This design comes from an exercise in tuning for small area, a short achievable clock period and few clock cycles per item on the open sky130 flow, not from production work. Function was checked by simulation only, so behaviour that the tests miss may differ from the original.

Setup of build 22:
Design Rsa256Core, start of the top module:
module Rsa256Core (
	input          i_clk,
	input          i_rst,
	input          i_start,
	input  [255:0] i_a,
	input  [255:0] i_d,
	input  [255:0] i_n,
	output [255:0] o_a_pow_d,
	output         o_finished
);
	localparam [3:0] ST_IDLE  = 4'd0,
	                 ST_PRE   = 4'd1,
	                 ST_MU    = 4'd2,
	                 ST_NPC   = 4'd3,
	                 ST_DBL   = 4'd4,
	                 ST_CORR  = 4'd5,
	                 ST_ITER  = 4'd6,
	                 ST_CONV  = 4'd7,
	                 ST_ONE   = 4'd8,
	                 ST_FDBL  = 4'd9,
	                 ST_FCORR = 4'd10,
	                 ST_DONE  = 4'd11,
	                 ST_SHIFT = 4'd12,
	                 ST_COPY  = 4'd13;
	localparam [1:0] OP_SQR = 2'd0, OP_MUL = 2'd1, OP_FIN = 2'd2;
	logic [3:0]   state;
	logic [1:0]   op;
	logic         pre;        
	logic         msel;       
	logic [1:0]   wsq;        
	logic         wmul;       
	logic         wsel;       
	logic         fin_r;
	logic [255:0] nreg;       
	logic [255:0] dreg;       
	logic [8:0]   cnt;        
	logic [8:0]   dcnt;       
	logic [5:0]   it;         
	logic [264:0] br;         
	logic [264:0] base;       
	logic [264:0] tab3;       
	logic [255:0] np_r;       
	logic [265:0] sn, cn;     
	logic [9:0]   p_r;        
	logic [7:0]   q_r;        
	logic [7:0]   a_r;        
	logic [3:0]   state_n;
	logic [7:0]   a_nx;       
	logic         a_we;
	logic [265:0] sum;        
	assign o_finished = fin_r;
	assign o_a_pow_d  = base[263:8];
	function automatic [7:0] neg_inv8(input [6:0] n);
		case (n)
			7'd0: neg_inv8 = 8'd255;
			7'd1: neg_inv8 = 8'd85;
			7'd2: neg_inv8 = 8'd51;
			7'd3: neg_inv8 = 8'd73;
			7'd4: neg_inv8 = 8'd199;
			7'd5: neg_inv8 = 8'd93;
			7'd6: neg_inv8 = 8'd59;
			7'd7: neg_inv8 = 8'd17;
			7'd8: neg_inv8 = 8'd15;
			7'd9: neg_inv8 = 8'd229;
  ...
For scale: about 20000 cells after synthesis, roughly 0.23 mm² of cells after synthesis.
==> flow/config.mk <==
export PLATFORM = sky130hd
export DESIGN_NAME = Rsa256Core
export DESIGN_NICKNAME = Rsa256Core
export VERILOG_FILES = /design/flow/design.v
export SDC_FILE = /design/flow/constraint.sdc
export NUM_CORES = 8
export LEC_CHECK = 0
export ABC_CLOCK_PERIOD_IN_PS = 4500
export CAP_MARGIN = 35
export CORE_MARGIN = 2
export CORE_UTILIZATION = 55
export CTS_CLUSTER_DIAMETER = 100
export CTS_CLUSTER_SIZE = 20
export SETUP_SLACK_MARGIN = 5
export SLEW_MARGIN = 35
export SYNTH_HIERARCHICAL = 1
export SYNTH_MINIMUM_KEEP_SIZE = 0
==> flow/constraint.sdc <==
create_clock -name core_clock -period 14.0 [get_ports {i_clk}]
set_input_delay 2.8000 -clock core_clock [delete_from_list [all_inputs] [get_ports {i_clk}]]
set_output_delay 2.8000 -clock core_clock [all_outputs]
set_load 0.01 [all_outputs]
standard.sh (not shown) runs the stock make flow with config.mk's settings and CLKGATE_MAP_FILE= SYNTH_SCRIPT=/design/flow/synth_recipe.tcl, a recipe that flattens the netlist after the stock synthesis.
==> flow/flow/run.sh <==
#!/bin/bash
# Standard ORFS layout (the standard.sh) with a larger setup slack margin
# for timing repair and single buf_1 port buffers; constraints and clock
# period are unchanged.
set -euo pipefail
MARGIN=8.5
sed -e "s/SETUP_SLACK_MARGIN=[0-9.]*/SETUP_SLACK_MARGIN=${MARGIN} 'BUFFER_PORTS_ARGS=-buffer_cell sky130_fd_sc_hd__buf_1'/" standard.sh > standard_margin.sh
bash standard_margin.sh > orfs_make.log 2>&1
Build 22 finished end to end and its layout was clean on timing, DRC and antenna.
Testbench counts of build 22, summed over its fixed seeds: cycles 300,804, items 24.
### build 22 -> build 31
-- flow/flow/run.sh --
<<< build 22, line 5
set -euo pipefail
MARGIN=8.5
sed -e "s/SETUP_SLACK_MARGIN=[0-9.]*/SETUP_SLACK_MARGIN=${MARGIN} 'BUFFER_PORTS_ARGS=-buffer_cell sky130_fd_sc_hd__buf_1'/" standard.sh > standard_margin.sh
>>> build 31, line 5
set -euo pipefail
MARGIN=9.0
sed -e "s/SETUP_SLACK_MARGIN=[0-9.]*/SETUP_SLACK_MARGIN=${MARGIN} 'BUFFER_PORTS_ARGS=-buffer_cell sky130_fd_sc_hd__buf_1'/" standard.sh > standard_margin.sh
Results
| via count | build 31 vs build 22 | 0.88% higher |. Summary: total wire length after detailed routing, build 31 worse than build 22. Per the comparison of build 31 with build 22, total number of H-tree levels level; clock network area share now sits at about the same level; number of buffers other than clock buffers in the final layout rose by 126; multi-input gate share of total cell area fell by 0.33 points. From build 31 to build 22, final antenna-violating net count did not move at all. Build 22 → build 31: initial antenna violation count has increased, wire length of the first global-routing pass has increased.

---

Another version of the RTL of Rsa256Core (not shown whole).
Size in the first run: ~20,000 cells after synthesis, ~1,000 I/O pins.
clock: 14.0 ns
lec_check: 0
abc_clock_period_in_ps: 4500
cap_margin: 20
core_margin: 2
core_utilization: 55
setup_slack_margin: 5
slew_margin: 20
synth_hierarchical: 1
synth_minimum_keep_size: 0
==> flow/flow/run.sh <==
#!/bin/bash
# Standard ORFS layout (the standard.sh) with a larger setup slack margin
# for timing repair; constraints and clock period are unchanged.
set -euo pipefail
MARGIN=9.5
sed -e "s/SETUP_SLACK_MARGIN=[0-9.]*/SETUP_SLACK_MARGIN=${MARGIN}/" standard.sh > standard_margin.sh
bash standard_margin.sh > orfs_make.log 2>&1
The first run ran to the end with violations: max-capacitance violations, max-slew violations.
Testbench counts at the start, summed over its fixed seeds: cycles 300,804, items 24.
Change:
==> flow/flow/run.sh (replaced) <==
#!/bin/bash
# Standard ORFS layout (the standard.sh) with a larger setup slack margin
# for timing repair and single buf_1 port buffers; constraints and clock
# period are unchanged.
set -euo pipefail
MARGIN=8.0
sed -e "s/SETUP_SLACK_MARGIN=[0-9.]*/SETUP_SLACK_MARGIN=${MARGIN} 'BUFFER_PORTS_ARGS=-buffer_cell sky130_fd_sc_hd__buf_1'/" standard.sh > standard_margin.sh
bash standard_margin.sh > orfs_make.log 2>&1
CAP_MARGIN = 35   (was 20)
SLEW_MARGIN = 35   (was 20)
Now the flow finished with timing, DRC and antenna clean.
Synthesized cell count does not change.
Register-to-register slack got worse by 0.72 ns.
Fmax went down by 11%.

---

Setup of alpha:
Rsa256Core, a different RTL version from the one above (not shown whole).
For scale: ~24000 cells after synthesis, roughly 1000 I/O pins, about 290000 um2 of cells after synthesis.
Settings: LEC_CHECK=0, ABC_CLOCK_PERIOD_IN_PS=4500, CAP_MARGIN=35, CORE_MARGIN=2, CORE_UTILIZATION=52, CTS_CLUSTER_DIAMETER=100, CTS_CLUSTER_SIZE=20, SETUP_SLACK_MARGIN=5, SLEW_MARGIN=35, SYNTH_HIERARCHICAL=1, SYNTH_MINIMUM_KEEP_SIZE=0; clock period 14.0 ns.
==> flow/flow/run.sh <==
#!/bin/bash
# Standard ORFS layout (the standard.sh) with a larger setup slack margin
# for timing repair and single buf_1 port buffers; constraints and clock
# period are unchanged.
set -euo pipefail
MARGIN=8.75
sed -e "s/SETUP_SLACK_MARGIN=[0-9.]*/SETUP_SLACK_MARGIN=${MARGIN} 'BUFFER_PORTS_ARGS=-buffer_cell sky130_fd_sc_hd__buf_1'/" standard.sh > standard_margin.sh
bash standard_margin.sh > orfs_make.log 2>&1
Testbench counts of alpha, summed over its fixed seeds: cycles 211,329, items 24.
Changes in beta relative to alpha:
Settings: changing CORE_UTILIZATION from 52 to 55.
diff --git a/flow/flow/run.sh b/flow/flow/run.sh
--- a/flow/flow/run.sh
+++ b/flow/flow/run.sh
@@ -4,5 +4,5 @@
 # period are unchanged.
 set -euo pipefail
-MARGIN=8.75
+MARGIN=8.5
 sed -e "s/SETUP_SLACK_MARGIN=[0-9.]*/SETUP_SLACK_MARGIN=${MARGIN} 'BUFFER_PORTS_ARGS=-buffer_cell sky130_fd_sc_hd__buf_1'/" standard.sh > standard_margin.sh
 bash standard_margin.sh > orfs_make.log 2>&1
Notes after the runs:
beta | stages: all done | timing, DRC, antenna: all pass
Final design instance area without fill in beta is about 0.6% below alpha.
Per the comparison of beta with alpha, final cell count shrank by 1.1%, setup clock skew after layout decreased 9.8 ps, worst setup slack has decreased.
Lower routed length on met2 was reported by alpha, not beta.
Relative to alpha, the overall global routing resource usage of beta is higher by 3.1 points.
[inputs] gamma vs beta
Settings: swapping 20 for 25 in CTS_CLUSTER_SIZE; swapping 55 for 52 in CORE_UTILIZATION.
diff --git a/flow/flow/run.sh b/flow/flow/run.sh
--- a/flow/flow/run.sh
+++ b/flow/flow/run.sh
@@ -4,5 +4,5 @@
 # period are unchanged.
 set -euo pipefail
-MARGIN=8.5
+MARGIN=8.75
 sed -e "s/SETUP_SLACK_MARGIN=[0-9.]*/SETUP_SLACK_MARGIN=${MARGIN} 'BUFFER_PORTS_ARGS=-buffer_cell sky130_fd_sc_hd__buf_1'/" standard.sh > standard_margin.sh
 bash standard_margin.sh > orfs_make.log 2>&1
--- outcome ---
From beta to gamma the numbers moved as follows: vertical die dimension picked up an extra 2.8%; estimated wirelength of the detail-placed design held steady; cell area increased by about 0.6% relative to the old numbers; first-pass GRT wire length went down.
Summary of gamma over beta: wire length now smaller, die area now larger.
Summary of gamma over beta: sequential share of layout area was more or less identical; upper clock frequency limit higher; pin count of the biggest net entering global routing grew by 32.

## separate check: timing with driven ports
No port has a modelled driver above. Below, the same layouts with a new extraction and two added sets of constraints. Step 1 assumes that a clkbuf_16 drives the clock port and a buf_2 every other input. Step 2 adds t to the input delays and takes it off the output delays; t is the mean of the earliest and latest rising clock arrival at the registers after step 1. Input paths then give back, and output paths get back, about the clock's delay inside the block. Three values: ideal, step 1, step 2; two values: the first two.
| run | shift t [ns] | setup WS [ns] | hold WS [ns] | worst setup path at the end | worst register clock-pin slew, ns |
|---|---|---|---|---|---|
| build 22 | 1.100 | 8.268 / 8.268 / 8.268 | 0.545 / 0.545 / 0.545 | register to register | 0.11 / 0.11 |
| build 31 | 1.128 | 8.724 / 8.724 / 8.448 | 0.545 / 0.545 / 0.545 | input to register | 0.10 / 0.10 |
| the first run of note 2 | 1.137 | 8.430 / 8.430 / 8.430 | 0.539 / 0.539 / 0.539 | register to register | 0.09 / 0.09 |
| the second run of note 2 | 1.131 | 7.715 / 7.715 / 7.715 | 0.543 / 0.543 / 0.543 | register to register | 0.07 / 0.07 |
| alpha | 1.162 | 8.533 / 8.501 / 8.533 | 0.532 / 0.532 / 0.532 | register to register | 0.10 / 0.10 |
| beta | 1.154 | 8.291 / 8.291 / 8.291 | 0.514 / 0.514 / 0.514 | register to register | 0.10 / 0.10 |
| gamma | 1.143 | 8.525 / 8.469 / 8.525 | 0.532 / 0.532 / 0.532 | register to register | 0.12 / 0.12 |
For build 31, which loses most, drivers alone change the setup slack by 0.000 ns; drivers and shift together by -0.276 ns.
